What follows belongs to an exercise in optimizing a design on an open flow for small area, a short achievable clock period and few clock cycles per item; a production flow would make more cautious choices. Function was checked by simulation only, so behaviour that the tests miss may differ from the original. No activity file was given, so power comes from the tool's default toggle rates.

Setup of run A:
## axi_system_top
module axi_system_top #
(
    parameter ADDR_WIDTH = 32,
    parameter DATA_WIDTH = 32,
    parameter NUM_REGS   = 16
)
(
    input                       aclk,
    input                       aresetn,
    input                       m_wr_req,
    input   [ADDR_WIDTH-1:0]    m_wr_addr,
    input   [DATA_WIDTH-1:0]    m_wr_data,
    input   [DATA_WIDTH/8-1:0]  m_wr_strb,
    output                      m_wr_done,
    output  [1:0]               m_wr_resp,
    input                       m_rd_req,
    input   [ADDR_WIDTH-1:0]    m_rd_addr,
    output  [DATA_WIDTH-1:0]    m_rd_data,
    output                      m_rd_done,
    output  [1:0]               m_rd_resp
);
Size in the first run: ~1,200 cells after synthesis, roughly 140 I/O pins, about 20,000 um2 of cells after synthesis.
export LEC_CHECK = 0
export CAP_MARGIN = 20
export CORE_MARGIN = 2
export CORE_UTILIZATION = 70
export CTS_CLUSTER_DIAMETER = 80
export CTS_CLUSTER_SIZE = 30
export SETUP_SLACK_MARGIN = 2.1
export SLEW_MARGIN = 20
create_clock -name core_clock -period 4.0 [get_ports {aclk}]
standard.sh (not shown) runs the stock make flow with config.mk's settings and CLKGATE_MAP_FILE= SYNTH_SCRIPT=/design/flow/synth_recipe.tcl, a recipe that flattens the netlist after the stock synthesis.
==> flow/flow/run.sh <==
#!/bin/bash
# The standard layout, with the resizer free to change a cell's footprint.
set -euo pipefail
bash standard.sh MATCH_CELL_FOOTPRINT=0 "BUFFER_PORTS_ARGS=-buffer_cell sky130_fd_sc_hd__buf_1" finish > standard.log 2>&1
Testbench counts of run A, summed over its fixed seeds: cycles 6,168, items 8,192.
## Diff of input files: run B against run A
# run A
export LEC_CHECK = 0
export CAP_MARGIN = 20
export CORE_MARGIN = 2
export CORE_UTILIZATION = 70
export CTS_CLUSTER_DIAMETER = 80
export CTS_CLUSTER_SIZE = 30
export SETUP_SLACK_MARGIN = 2.1
export SLEW_MARGIN = 20
create_clock -name core_clock -period 4.0 [get_ports {aclk}]
# run B
export LEC_CHECK = 0
export CAP_MARGIN = 0
export CORE_MARGIN = 2
export CORE_UTILIZATION = 68
export CTS_CLUSTER_DIAMETER = 80
export CTS_CLUSTER_SIZE = 30
export SETUP_SLACK_MARGIN = 2.1
export SLEW_MARGIN = 0
create_clock -name core_clock -period 4.0 [get_ports {aclk}]
--- outcome ---
The net switching power figure of run B is higher than that of run A. From run A to run B, max-capacitance violation count did not move at all. Of the two values seen for launching element of the worst setup path, m_wr_addr[5] was produced by run A and m_rd_addr[3] by run B. Status: post-layout instance area parity (run A, run B). Run comparison: run B worst setup path endpoint u_regs.rd_data[2]; run A worst setup path endpoint u_regs.regs[269].
Input changes introduced in run C (baseline for comparison: run B):
# run B
export LEC_CHECK = 0
export CAP_MARGIN = 0
export CORE_MARGIN = 2
export CORE_UTILIZATION = 68
export CTS_CLUSTER_DIAMETER = 80
export CTS_CLUSTER_SIZE = 30
export SETUP_SLACK_MARGIN = 2.1
export SLEW_MARGIN = 0
create_clock -name core_clock -period 4.0 [get_ports {aclk}]
# run C
export LEC_CHECK = 0
export CAP_MARGIN = 20
export CORE_MARGIN = 2
export CORE_UTILIZATION = 66
export CTS_CLUSTER_DIAMETER = 50
export CTS_CLUSTER_SIZE = 16
export SETUP_SLACK_MARGIN = 2.1
export SLEW_MARGIN = 20
create_clock -name core_clock -period 4.0 [get_ports {aclk}]
==> flow/flow/run.sh <==
#!/bin/bash
# The standard layout, with the resizer free to change a cell's footprint,
# plain buf_1 cells as the port buffers (upsized by the resizer as needed),
# and an extra gate-sizing pass after global route (flow/post_grt.tcl).
set -euo pipefail
export POST_GLOBAL_ROUTE_TCL="$PWD/flow/post_grt.tcl"
bash standard.sh MATCH_CELL_FOOTPRINT=0 "BUFFER_PORTS_ARGS=-buffer_cell sky130_fd_sc_hd__buf_1" \
  "POST_GLOBAL_ROUTE_TCL=$PWD/flow/post_grt.tcl" finish > standard.log 2>&1
==> flow/flow/post_grt.tcl (new file) <==
puts "post_grt: extra sizing to setup margin 2.3"
estimate_parasitics -global_routing
report_worst_slack -max
repair_timing -setup -setup_margin 2.3 -repair_tns 0 -sequence "sizeup,swap" -verbose
global_route -start_incremental
detailed_placement
global_route -end_incremental
estimate_parasitics -global_routing
report_worst_slack -max
Notes after the runs:
Every run in the comparison, run C and run B, completed the flow with a clean layout.
Setup WNS run B -> run C: worse
Number of well taps in run C is 1.5% above run B.
Going from run B to run C, overall power after layout rose about 12%, switching power share of the total fell 0.43 points, worst IR drop on VDD higher, wire length on met1 down 180 um, cell count went up 47.
Run C: detailed-router iteration count before antenna repair 3 below run B
Edits applied to the flow inputs when going from run C to run D:
# run C
export LEC_CHECK = 0
export CAP_MARGIN = 20
export CORE_MARGIN = 2
export CORE_UTILIZATION = 66
export CTS_CLUSTER_DIAMETER = 50
export CTS_CLUSTER_SIZE = 16
export SETUP_SLACK_MARGIN = 2.1
export SLEW_MARGIN = 20
create_clock -name core_clock -period 4.0 [get_ports {aclk}]
# run D
export LEC_CHECK = 0
export CAP_MARGIN = 20
export CORE_MARGIN = 2
export CORE_UTILIZATION = 60
export CTS_CLUSTER_DIAMETER = 80
export CTS_CLUSTER_SIZE = 30
export SETUP_SLACK_MARGIN = 2.1
export SLEW_MARGIN = 20
create_clock -name core_clock -period 4.0 [get_ports {aclk}]
==> flow/flow/run.sh <==
#!/bin/bash
# The standard layout, with the resizer free to change a cell's footprint.
set -euo pipefail
bash standard.sh MATCH_CELL_FOOTPRINT=0 "BUFFER_PORTS_ARGS=-buffer_cell sky130_fd_sc_hd__buf_2" finish > standard.log 2>&1
removed: flow/flow/post_grt.tcl
--- outcome ---
- Diff run D..run C | sequential cell count | unchanged
- Run D ends up with lower maximum fanout count along the critical path than run C does.
- Delta (run D minus run C): final instance area went down by 3.8%, via count went down by 532, proportion of layout cells with a drive suffix above 1 went up by 1.7 points, hold slack went down by 0.034 ns.
- Between run C and run D, the average wire per cell in the routed design figures differ only marginally.
Input changes introduced in run E (baseline for comparison: run D):
# run D
export LEC_CHECK = 0
export CAP_MARGIN = 20
export CORE_MARGIN = 2
export CORE_UTILIZATION = 60
export CTS_CLUSTER_DIAMETER = 80
export CTS_CLUSTER_SIZE = 30
export SETUP_SLACK_MARGIN = 2.1
export SLEW_MARGIN = 20
create_clock -name core_clock -period 4.0 [get_ports {aclk}]
# run E
export LEC_CHECK = 0
export CAP_MARGIN = 20
export CORE_MARGIN = 2
export CORE_UTILIZATION = 72
export CTS_CLUSTER_DIAMETER = 80
export CTS_CLUSTER_SIZE = 30
export SETUP_SLACK_MARGIN = 2.1
export SLEW_MARGIN = 20
create_clock -name core_clock -period 4.0 [get_ports {aclk}]
==> flow/flow/run.sh <==
#!/bin/bash
# The standard layout, with the resizer free to change a cell's footprint.
set -euo pipefail
bash standard.sh MATCH_CELL_FOOTPRINT=0 "BUFFER_PORTS_ARGS=-buffer_cell sky130_fd_sc_hd__buf_1" finish > standard.log 2>&1
==> comparison <==
Between run D and run E, the flow reports count of instances resized after the clock tree is built increasing by a few percent.
Maximum frequency ended up about 0.8% lower on run E than on run D.
What run E reported for routed wire length has to be multiplied by 0.943 to get the figure for run D.
Comparing run D with run E, the combinational power share came out essentially unchanged.
Run E against run D: core utilization moved up, non-clock buffer area fraction after layout rose by 0.99 points.
Run E vs run D, clock power share went down by 1.5 points.
Clock skew delta for run E relative to run D: 0.0072 ns higher
Diff run E..run D | clock latency at the later pin of the worst-skew pair | negligible
[run E] worst slack at placement fell 0.17 ns relative to run D
Edits applied to the flow inputs when going from run E to run F:
# run E
export LEC_CHECK = 0
export CAP_MARGIN = 20
export CORE_MARGIN = 2
export CORE_UTILIZATION = 72
export CTS_CLUSTER_DIAMETER = 80
export CTS_CLUSTER_SIZE = 30
export SETUP_SLACK_MARGIN = 2.1
export SLEW_MARGIN = 20
create_clock -name core_clock -period 4.0 [get_ports {aclk}]
# run F
export LEC_CHECK = 0
export CAP_MARGIN = 20
export CORE_MARGIN = 2
export CORE_UTILIZATION = 64
export CTS_CLUSTER_DIAMETER = 80
export CTS_CLUSTER_SIZE = 30
export SETUP_SLACK_MARGIN = 2.1
export SLEW_MARGIN = 20
export TNS_END_PERCENT = 10
create_clock -name core_clock -period 4.0 [get_ports {aclk}]
Results
- Run F did not stop at any stage, and its layout met the timing, design-rule and antenna checks.
- In the metrics for run F and run E, the one carrying the higher area taken by multi-input logic gates is run E.
- The core outline area in run F sits about 13% above the value recorded for run E.
- Die outline area on run F is behind run E.
- Row count of clock buffers in the final design: run F lower / run E higher
- [run F vs run E] switching share of power: higher in run F

[port drivers added, routing unchanged]
The flow's constraints put no driver on any port. The routed layouts listed below were extracted and timed again, unchanged, in two steps.
Step 1 sets driving cells, clkbuf_16 on the clock port and buf_2 on the other inputs (assumed; they add their load-dependent delay and slew).
Step 2 times the ports against the registers' clock, not the clock port: input delays grow and output delays shrink by t, the midpoint of the rising clock arrivals with the driver on.
a / b / c = ideal / step 1 / step 2; a / b = the first two.
| run | t (ns) | setup WS [ns] | hold WS [ns] | worst setup path after step 2 | latest minus earliest clock arrival (ns) |
|---|---|---|---|---|---|
| run A | 0.601 | 1.969 / 1.927 / 1.326 | 0.192 / 0.178 / 0.496 | input to register | 0.019 / 0.019 |
| run B | 0.605 | 2.106 / 2.084 / 1.494 | 0.203 / 0.178 / 0.502 | input to register | 0.020 / 0.019 |
| run C | 0.590 | 2.072 / 2.090 / 1.514 | 0.228 / 0.203 / 0.482 | input to register | 0.018 / 0.018 |
| run D | 0.627 | 2.005 / 2.038 / 1.410 | 0.194 / 0.160 / 0.494 | input to register | 0.026 / 0.025 |
| run E | 0.609 | 1.988 / 2.014 / 1.406 | 0.212 / 0.186 / 0.492 | input to register | 0.031 / 0.031 |
| run F | 0.609 | 2.021 / 2.021 / 1.413 | 0.204 / 0.173 / 0.496 | input to register | 0.029 / 0.029 |
After both steps setup and hold are still met in every run listed. For run A, which loses most, drivers alone change the setup slack by -0.042 ns; drivers and shift together by -0.643 ns.
